This design comes from an exercise in tuning for small area on the open sky130 flow, not from production work.
In this exercise RTL edits were held to simulation tests only and were not proved equivalent to the original.
Power is estimated from default activity; no workload was simulated.

==> flow/design.v <==
`timescale 1ps / 1fs
module fa(input logic a, b, c, output logic s, co);
assign s = a ^ b ^ c;
assign co = (a & b) | (a & c) | (b & c);
endmodule
module ha(input logic a, b, output logic s, co);
assign s = a ^ b;
assign co = a & b;
endmodule
`timescale 1ps / 1fs
module top_module(input logic [7:0] pixel_r,pixel_g,pixel_b, input logic clk,reset,data_in_en,output logic signed [12:0] Convo_final,output logic start_add_1);
parameter N=10;
logic [3:0] x, y;           
logic [9:0] a1,a2,a3,a4,a5,a6,a7,a8,a9,a10,a11;
logic [9:0] b1,b2,b3,b4,b5,b6,b7,b8,b9;
logic [9:0] s;
always_ff @(posedge clk)
begin
if (!reset)
begin
x<=0;
y<=0;
start_add_1<=1'b0;
end
else
begin
start_add_1 <= data_in_en && (y >= 2) && (x != 0) && (x != N-1);
if (data_in_en)
begin
if (x==N-1)
begin
x<=0;
y<= (y==N-1) ? 4'd0 : y+1;
end
else
x<=x+1;
end
end
end
always_ff @(posedge clk)
begin
if (reset && data_in_en)
begin
{a11,a10,a9,a8,a7,a6,a5,a4,a3,a2,a1} <= {a10,a9,a8,a7,a6,a5,a4,a3,a2,a1,s};
if (x != 0)
{b9,b8,b7,b6,b5,b4,b3,b2,b1} <= {b8,b7,b6,b5,b4,b3,b2,b1,a11};
end
end
logic sa1;
logic sa2;
logic sa3;
logic sa4;
logic sa5;
logic sa6;
logic sa7;
logic sa8;
logic sa9;
logic sa10;
logic sa11;
logic sa12;
logic sa13;
logic sa14;
logic sa15;
logic sa16;
logic sa17;
logic sa18;
logic sa19;
logic sa20;
logic sa21;
logic sa22;
logic sa23;
logic sa24;
logic sa25;
logic sa26;
logic sa27;
logic sa28;
logic sa29;
logic sa30;
logic sa31;
logic sa32;
logic sa33;
logic sa34;
ha u_sa1 (pixel_r[0], pixel_g[0], sa1, sa2);
fa u_sa3 (pixel_r[1], pixel_g[1], pixel_b[1], sa3, sa4);
fa u_sa5 (pixel_r[2], pixel_g[2], pixel_b[2], sa5, sa6);
fa u_sa7 (pixel_r[3], pixel_g[3], pixel_b[3], sa7, sa8);
fa u_sa9 (pixel_r[4], pixel_g[4], pixel_b[4], sa9, sa10);
fa u_sa11 (pixel_r[5], pixel_g[5], pixel_b[5], sa11, sa12);
fa u_sa13 (pixel_r[6], pixel_g[6], pixel_b[6], sa13, sa14);
fa u_sa15 (pixel_r[7], pixel_g[7], pixel_b[7], sa15, sa16);
ha u_sa17 (sa1, pixel_b[0], sa17, sa18);
fa u_sa19 (sa2, sa3, sa18, sa19, sa20);
fa u_sa21 (sa4, sa5, sa20, sa21, sa22);
fa u_sa23 (sa6, sa7, sa22, sa23, sa24);
fa u_sa25 (sa8, sa9, sa24, sa25, sa26);
fa u_sa27 (sa10, sa11, sa26, sa27, sa28);
fa u_sa29 (sa12, sa13, sa28, sa29, sa30);
fa u_sa31 (sa14, sa15, sa30, sa31, sa32);
ha u_sa33 (sa16, sa32, sa33, sa34);
assign s = {sa34, sa33, sa31, sa29, sa27, sa25, sa23, sa21, sa19, sa17};
logic la1;
logic la2;
logic la3;
logic la4;
logic la5;
logic la6;
logic la7;
logic la8;
logic la9;
logic la10;
logic la11;
logic la12;
logic la13;
logic la14;
logic la15;
logic la16;
logic la17;
logic la18;
logic la19;
logic la20;
logic la21;
logic la22;
logic la23;
logic la24;
logic la25;
logic la26;
logic la27;
logic la28;
logic la29;
logic la30;
logic la31;
logic la32;
logic la33;
logic la34;
logic la35;
logic la36;
logic la37;
logic la38;
logic la39;
logic la40;
logic la41;
logic la42;
logic la43;
logic la44;
logic la45;
logic la46;
logic la47;
logic la48;
logic la49;
logic la50;
logic la51;
logic la52;
logic la53;
logic la54;
logic la55;
logic la56;
logic la57;
logic la58;
logic la59;
logic la60;
logic la61;
logic la62;
logic la63;
logic la64;
logic la65;
logic la66;
logic la67;
logic la68;
logic la69;
logic la70;
logic la71;
logic la72;
logic la73;
logic la74;
logic la75;
logic la76;
logic la77;
logic la78;
logic la79;
logic la80;
logic la81;
logic la82;
logic la83;
logic la84;
assign la1 = ~(~a11[0] ^ a1[2]);
assign la2 = ~a11[0] | a1[2];
fa u_la3 (~a11[1], a1[3], a10[3], la3, la4);
fa u_la5 (~a11[2], a1[4], a10[4], la5, la6);
fa u_la7 (~a11[3], a1[5], a10[5], la7, la8);
fa u_la9 (~a11[4], a1[6], a10[6], la9, la10);
fa u_la11 (~a11[5], a1[7], a10[7], la11, la12);
fa u_la13 (~a11[6], a1[8], a10[8], la13, la14);
fa u_la15 (~a11[7], a1[9], a10[9], la15, la16);
ha u_la17 (a1[0], a10[0], la17, la18);
fa u_la19 (a1[1], a10[1], b1[1], la19, la20);
fa u_la21 (la1, a10[2], b1[2], la21, la22);
fa u_la23 (la2, la3, b1[3], la23, la24);
fa u_la25 (la4, la5, b1[4], la25, la26);
fa u_la27 (la6, la7, b1[5], la27, la28);
fa u_la29 (la8, la9, b1[6], la29, la30);
fa u_la31 (la10, la11, b1[7], la31, la32);
fa u_la33 (la12, la13, b1[8], la33, la34);
fa u_la35 (la14, la15, b1[9], la35, la36);
ha u_la37 (la17, b1[0], la37, la38);
fa u_la39 (la18, la19, b9[1], la39, la40);
fa u_la41 (la20, la21, b9[2], la41, la42);
fa u_la43 (la22, la23, b9[3], la43, la44);
fa u_la45 (la24, la25, b9[4], la45, la46);
fa u_la47 (la26, la27, b9[5], la47, la48);
fa u_la49 (la28, la29, b9[6], la49, la50);
fa u_la51 (la30, la31, b9[7], la51, la52);
fa u_la53 (la32, la33, b9[8], la53, la54);
fa u_la55 (la34, la35, b9[9], la55, la56);
fa u_la57 (la36, la16, ~a11[8], la57, la58);
ha u_la59 (la37, b9[0], la59, la60);
fa u_la61 (la38, la39, la60, la61, la62);
fa u_la63 (la40, la41, la62, la63, la64);
fa u_la65 (la42, la43, la64, la65, la66);
fa u_la67 (la44, la45, la66, la67, la68);
fa u_la69 (la46, la47, la68, la69, la70);
fa u_la71 (la48, la49, la70, la71, la72);
fa u_la73 (la50, la51, la72, la73, la74);
fa u_la75 (la52, la53, la74, la75, la76);
fa u_la77 (la54, la55, la76, la77, la78);
fa u_la79 (la56, la57, la78, la79, la80);
fa u_la81 (la58, ~a11[9], la80, la81, la82);
assign la83 = ~la82;
assign Convo_final = {la83, la81, la79, la77, la75, la73, la71, la69, la67, la65, la63, la61, la59};
endmodule
export LEC_CHECK = 0
export CAP_MARGIN = 20
export CORE_MARGIN = 2
export CORE_UTILIZATION = 60
export PLACE_DENSITY = 0.75
export SLEW_MARGIN = 20
export SYNTH_HIERARCHICAL = 1
create_clock -name core_clock -period 10.0 [get_ports {clk}]
standard.sh (not shown) runs the stock make flow with config.mk's settings and CLKGATE_MAP_FILE= SYNTH_SCRIPT=/design/flow/synth_recipe.tcl, a recipe that flattens the netlist after the stock synthesis.
==> flow/flow/run.sh <==
#!/bin/bash
# Layout: the standard flow (standard.sh, unchanged synthesis) with two changes:
#  - ports are buffered with sky130_fd_sc_hd__buf_1 instead of the default port buffer;
#  - clock tree built from clkbuf_8 leaves over larger sink clusters, without dummy loads.
# The make output goes to standard.log in the work folder; ORFS's own per-step logs are
# under orfs/logs/.
set -euo pipefail
CTS="-sink_clustering_enable -repair_clock_nets -sink_clustering_size 10 -sink_clustering_max_diameter 60 -buf_list sky130_fd_sc_hd__clkbuf_4 -dont_use_dummy_load"
bash standard.sh "BUFFER_PORTS_ARGS=-buffer_cell sky130_fd_sc_hd__buf_1" "CTS_ARGS=$CTS" finish > standard.log 2>&1
==> next run, changes <==
- CORE_UTILIZATION: 60 -> 40
- PLACE_DENSITY: 0.75 -> default
Result: Wire length falls by 2.5%; sequential cell count is unchanged; final area rises by 0.86%; worst hold slack stays flat; non-clock buffer count is unchanged; clock power stays flat; worst setup slack improved by 210 ps; via count falls by 0.38%; final cell count rises by 11%; count of clock-buffer cells in the layout is unchanged.

[re-timing with driven ports]
In the flow no input, the clock included, has a driving cell. The finished layouts below were timed again as built, in two steps.
Step 1 sets driving cells, clkbuf_16 on the clock port and buf_2 on the other inputs (assumed; they add their load-dependent delay and slew).
Step 2 adds t to the input delays and takes it off the output delays; t is the mean of the earliest and latest rising clock arrival at the registers after step 1. Input paths then give back, and output paths get back, about the clock's delay inside the block.
Three values: no drivers, after step 1, after step 2; two values: the first two.
| run | shift t [ns] | setup slack, ns | cell pins on the clock port's net |
|---|---|---|---|
| the first run | 0.633 | 1.147 / 1.109 / 1.741 | 1 |
| the second run | 0.623 | 1.360 / 1.325 / 1.948 | 1 |
After both steps setup and hold are still met in every run listed.
